Context: an optimization exercise on an open-source flow, tuned for a short achievable clock period. The choices shown serve that exercise and are no tape-out recipe.
Power and IR drop assume default switching activity.

## try-sierra
==> flow/design.v <==
module fft_4(
        input               clk,
        input               rst_n,
        input wire signed [15:0]  x0_real,
        input wire signed [15:0]  x0_imag,
        input wire signed [15:0]  x1_real,
        input wire signed [15:0]  x1_imag,
        input wire signed [15:0]  x2_real,
        input wire signed [15:0]  x2_imag,
        input wire signed [15:0]  x3_real,
        input wire signed [15:0]  x3_imag,
        output reg signed [15:0]  X0_real,
        output reg signed [15:0]  X0_imag,
        output reg signed [15:0]  X1_real,
        output reg signed [15:0]  X1_imag,
        output reg signed [15:0]  X2_real,
        output reg signed [15:0]  X2_imag,
        output reg signed [15:0]  X3_real,
        output reg signed [15:0]  X3_imag
    );
function [15:0] add16;
    input [15:0] a;
    input [15:0] b;
    input        cin;
    reg   [15:0] g, p, gg, pp;
    integer i, d;
    begin
        g = a & b;
        p = a ^ b;
        gg = g;
        pp = p;
        gg[0] = g[0] | (p[0] & cin);
        for (d = 1; d < 16; d = d * 2)
            for (i = 15; i >= d; i = i - 1) begin
                gg[i] = gg[i] | (pp[i] & gg[i-d]);
                pp[i] = pp[i] & pp[i-d];
            end
        add16 = p ^ {gg[14:0], cin};
    end
endfunction
reg [15:0] a0_real, a0_imag, a1_real, a1_imag;
reg [15:0] a2_real, a2_imag, a3_real, a3_imag;
reg [15:0] s0_real, s0_imag, s1_real, s1_imag;
reg [15:0] s2_real, s2_imag, s3_real, s3_imag;
always @(posedge clk or negedge rst_n) begin
    if (!rst_n) begin
        a0_real <= 16'h0; a0_imag <= 16'h0;
        a1_real <= 16'h0; a1_imag <= 16'h0;
        a2_real <= 16'h0; a2_imag <= 16'h0;
        a3_real <= 16'h0; a3_imag <= 16'h0;
    end else begin
        a0_real <= x0_real; a0_imag <= x0_imag;
        a1_real <= x1_real; a1_imag <= x1_imag;
        a2_real <= x2_real; a2_imag <= x2_imag;
        a3_real <= x3_real; a3_imag <= x3_imag;
    end
end
always @(posedge clk or negedge rst_n) begin
    if (!rst_n) begin
        s0_real <= 16'h0; s0_imag <= 16'h0;
        s1_real <= 16'h0; s1_imag <= 16'h0;
        s2_real <= 16'h0; s2_imag <= 16'h0;
        s3_real <= 16'h0; s3_imag <= 16'h0;
    end else begin
        s0_real <= add16(a0_real, a1_real, 1'b0);
        s0_imag <= add16(a0_imag, a1_imag, 1'b0);
        s1_real <= add16(a0_real, ~a1_real, 1'b1);
        s1_imag <= add16(a0_imag, ~a1_imag, 1'b1);
        s2_real <= add16(a2_real, a3_real, 1'b0);
        s2_imag <= add16(a2_imag, a3_imag, 1'b0);
        s3_real <= add16(a2_real, ~a3_real, 1'b1);
        s3_imag <= add16(a2_imag, ~a3_imag, 1'b1);
    end
end
always @(posedge clk or negedge rst_n) begin
    if (!rst_n) begin
        X0_real <= 16'h0; X0_imag <= 16'h0;
        X1_real <= 16'h0; X1_imag <= 16'h0;
        X2_real <= 16'h0; X2_imag <= 16'h0;
        X3_real <= 16'h0; X3_imag <= 16'h0;
    end else begin
        X0_real <= add16(s0_real, s2_real, 1'b0);
        X0_imag <= add16(s0_imag, s2_imag, 1'b0);
        X2_real <= add16(s0_real, ~s2_real, 1'b1);
        X2_imag <= add16(s0_imag, ~s2_imag, 1'b1);
        X1_real <= add16(s1_real, s3_imag, 1'b0);
        X1_imag <= add16(s1_imag, ~s3_real, 1'b1);
        X3_real <= add16(s1_real, ~s3_imag, 1'b1);
        X3_imag <= add16(s1_imag, s3_real, 1'b0);
    end
end
endmodule
clock: 3.5 ns
lec_check: 0
abc_clock_period_in_ps: 1200
cap_margin: 20
core_margin: 2
core_utilization: 40
setup_slack_margin: 2.2
slew_margin: 20
run.sh (not shown) runs the stock make flow with config.mk's settings and CLKGATE_MAP_FILE= SYNTH_SCRIPT=/design/flow/synth_recipe.tcl, a recipe that flattens the netlist after the stock synthesis.
[inputs] try-quartz vs try-sierra
--- a/flow/design.v
+++ b/flow/design.v
@@ -19,24 +19,4 @@
         output reg signed [15:0]  X3_imag
     );
-function [15:0] add16;
-    input [15:0] a;
-    input [15:0] b;
-    input        cin;
-    reg   [15:0] g, p, gg, pp;
-    integer i, d;
-    begin
-        g = a & b;
-        p = a ^ b;
-        gg = g;
-        pp = p;
-        gg[0] = g[0] | (p[0] & cin);
-        for (d = 1; d < 16; d = d * 2)
-            for (i = 15; i >= d; i = i - 1) begin
-                gg[i] = gg[i] | (pp[i] & gg[i-d]);
-                pp[i] = pp[i] & pp[i-d];
-            end
-        add16 = p ^ {gg[14:0], cin};
-    end
-endfunction
 reg [15:0] a0_real, a0_imag, a1_real, a1_imag;
 reg [15:0] a2_real, a2_imag, a3_real, a3_imag;
@@ -63,12 +43,12 @@
         s3_real <= 16'h0; s3_imag <= 16'h0;
     end else begin
-        s0_real <= add16(a0_real, a1_real, 1'b0);
-        s0_imag <= add16(a0_imag, a1_imag, 1'b0);
-        s1_real <= add16(a0_real, ~a1_real, 1'b1);
-        s1_imag <= add16(a0_imag, ~a1_imag, 1'b1);
-        s2_real <= add16(a2_real, a3_real, 1'b0);
-        s2_imag <= add16(a2_imag, a3_imag, 1'b0);
-        s3_real <= add16(a2_real, ~a3_real, 1'b1);
-        s3_imag <= add16(a2_imag, ~a3_imag, 1'b1);
+        s0_real <= a0_real + a1_real;
+        s0_imag <= a0_imag + a1_imag;
+        s1_real <= a0_real - a1_real;
+        s1_imag <= a0_imag - a1_imag;
+        s2_real <= a2_real + a3_real;
+        s2_imag <= a2_imag + a3_imag;
+        s3_real <= a2_real - a3_real;
+        s3_imag <= a2_imag - a3_imag;
     end
 end
@@ -80,12 +60,12 @@
         X3_real <= 16'h0; X3_imag <= 16'h0;
     end else begin
-        X0_real <= add16(s0_real, s2_real, 1'b0);
-        X0_imag <= add16(s0_imag, s2_imag, 1'b0);
-        X2_real <= add16(s0_real, ~s2_real, 1'b1);
-        X2_imag <= add16(s0_imag, ~s2_imag, 1'b1);
-        X1_real <= add16(s1_real, s3_imag, 1'b0);
-        X1_imag <= add16(s1_imag, ~s3_real, 1'b1);
-        X3_real <= add16(s1_real, ~s3_imag, 1'b1);
-        X3_imag <= add16(s1_imag, s3_real, 1'b0);
+        X0_real <= s0_real + s2_real;
+        X0_imag <= s0_imag + s2_imag;
+        X2_real <= s0_real - s2_real;
+        X2_imag <= s0_imag - s2_imag;
+        X1_real <= s1_real + s3_imag;
+        X1_imag <= s1_imag - s3_real;
+        X3_real <= s1_real - s3_imag;
+        X3_imag <= s1_imag + s3_real;
     end
 end
--- outcome ---
A termination of the worst setup path of X0_imag[12] is what try-quartz shows, while s2_imag[14] belongs to try-sierra. Critical path required time: try-quartz vs try-sierra down 0.02 ns. As of try-quartz, overall power consumption had fallen by a few percent compared to try-sierra. Lower met2 routed wirelength was reported by try-quartz, not try-sierra. Between try-sierra and try-quartz, the flow reports number of instances in the synthesized netlist increasing by a few percent. Delta (try-quartz minus try-sierra): count of cell types in the netlist decreased 3.8%; aggregate global-route resource usage shows an increase of 0.27 points; overall die area went up 2.1%. In try-quartz the simple logic cell fraction of the synthesized area turned out 0.28 points higher than in try-sierra. Diff try-sierra -> try-quartz | mean area per synthesized cell | decrease of about 2.7%.
No functional check of the RTL was part of any run of this note.

-- afterwards: timing with drivers on the ports --
The flow's constraints put no driver on any port. The routed layouts listed below were extracted and timed again, unchanged, in two steps.
Step 1 (the two cells are an assumption about what drives the block):
set clk [get_ports {clk}]
set_driving_cell -lib_cell sky130_fd_sc_hd__clkbuf_16 $clk
set_driving_cell -lib_cell sky130_fd_sc_hd__buf_2 [delete_from_list [all_inputs] $clk]
Step 2 also shifts input and output timing later by t, the mid clock arrival at the registers, as if the neighbouring blocks saw the same clock.
Three values: ideal, step 1, step 2; two values: the first two.
| run | t (ns) | setup WS [ns] | latest minus earliest clock arrival (ns) | slew at the worst register clock pin (ns) |
|---|---|---|---|---|
| try-sierra | 0.623 | 1.070 / 1.070 / 1.070 | 0.017 / 0.017 | 0.06 / 0.06 |
| try-quartz | 0.621 | 1.015 / 1.015 / 1.015 | 0.016 / 0.016 | 0.06 / 0.06 |
After both steps every run listed still meets setup and hold.
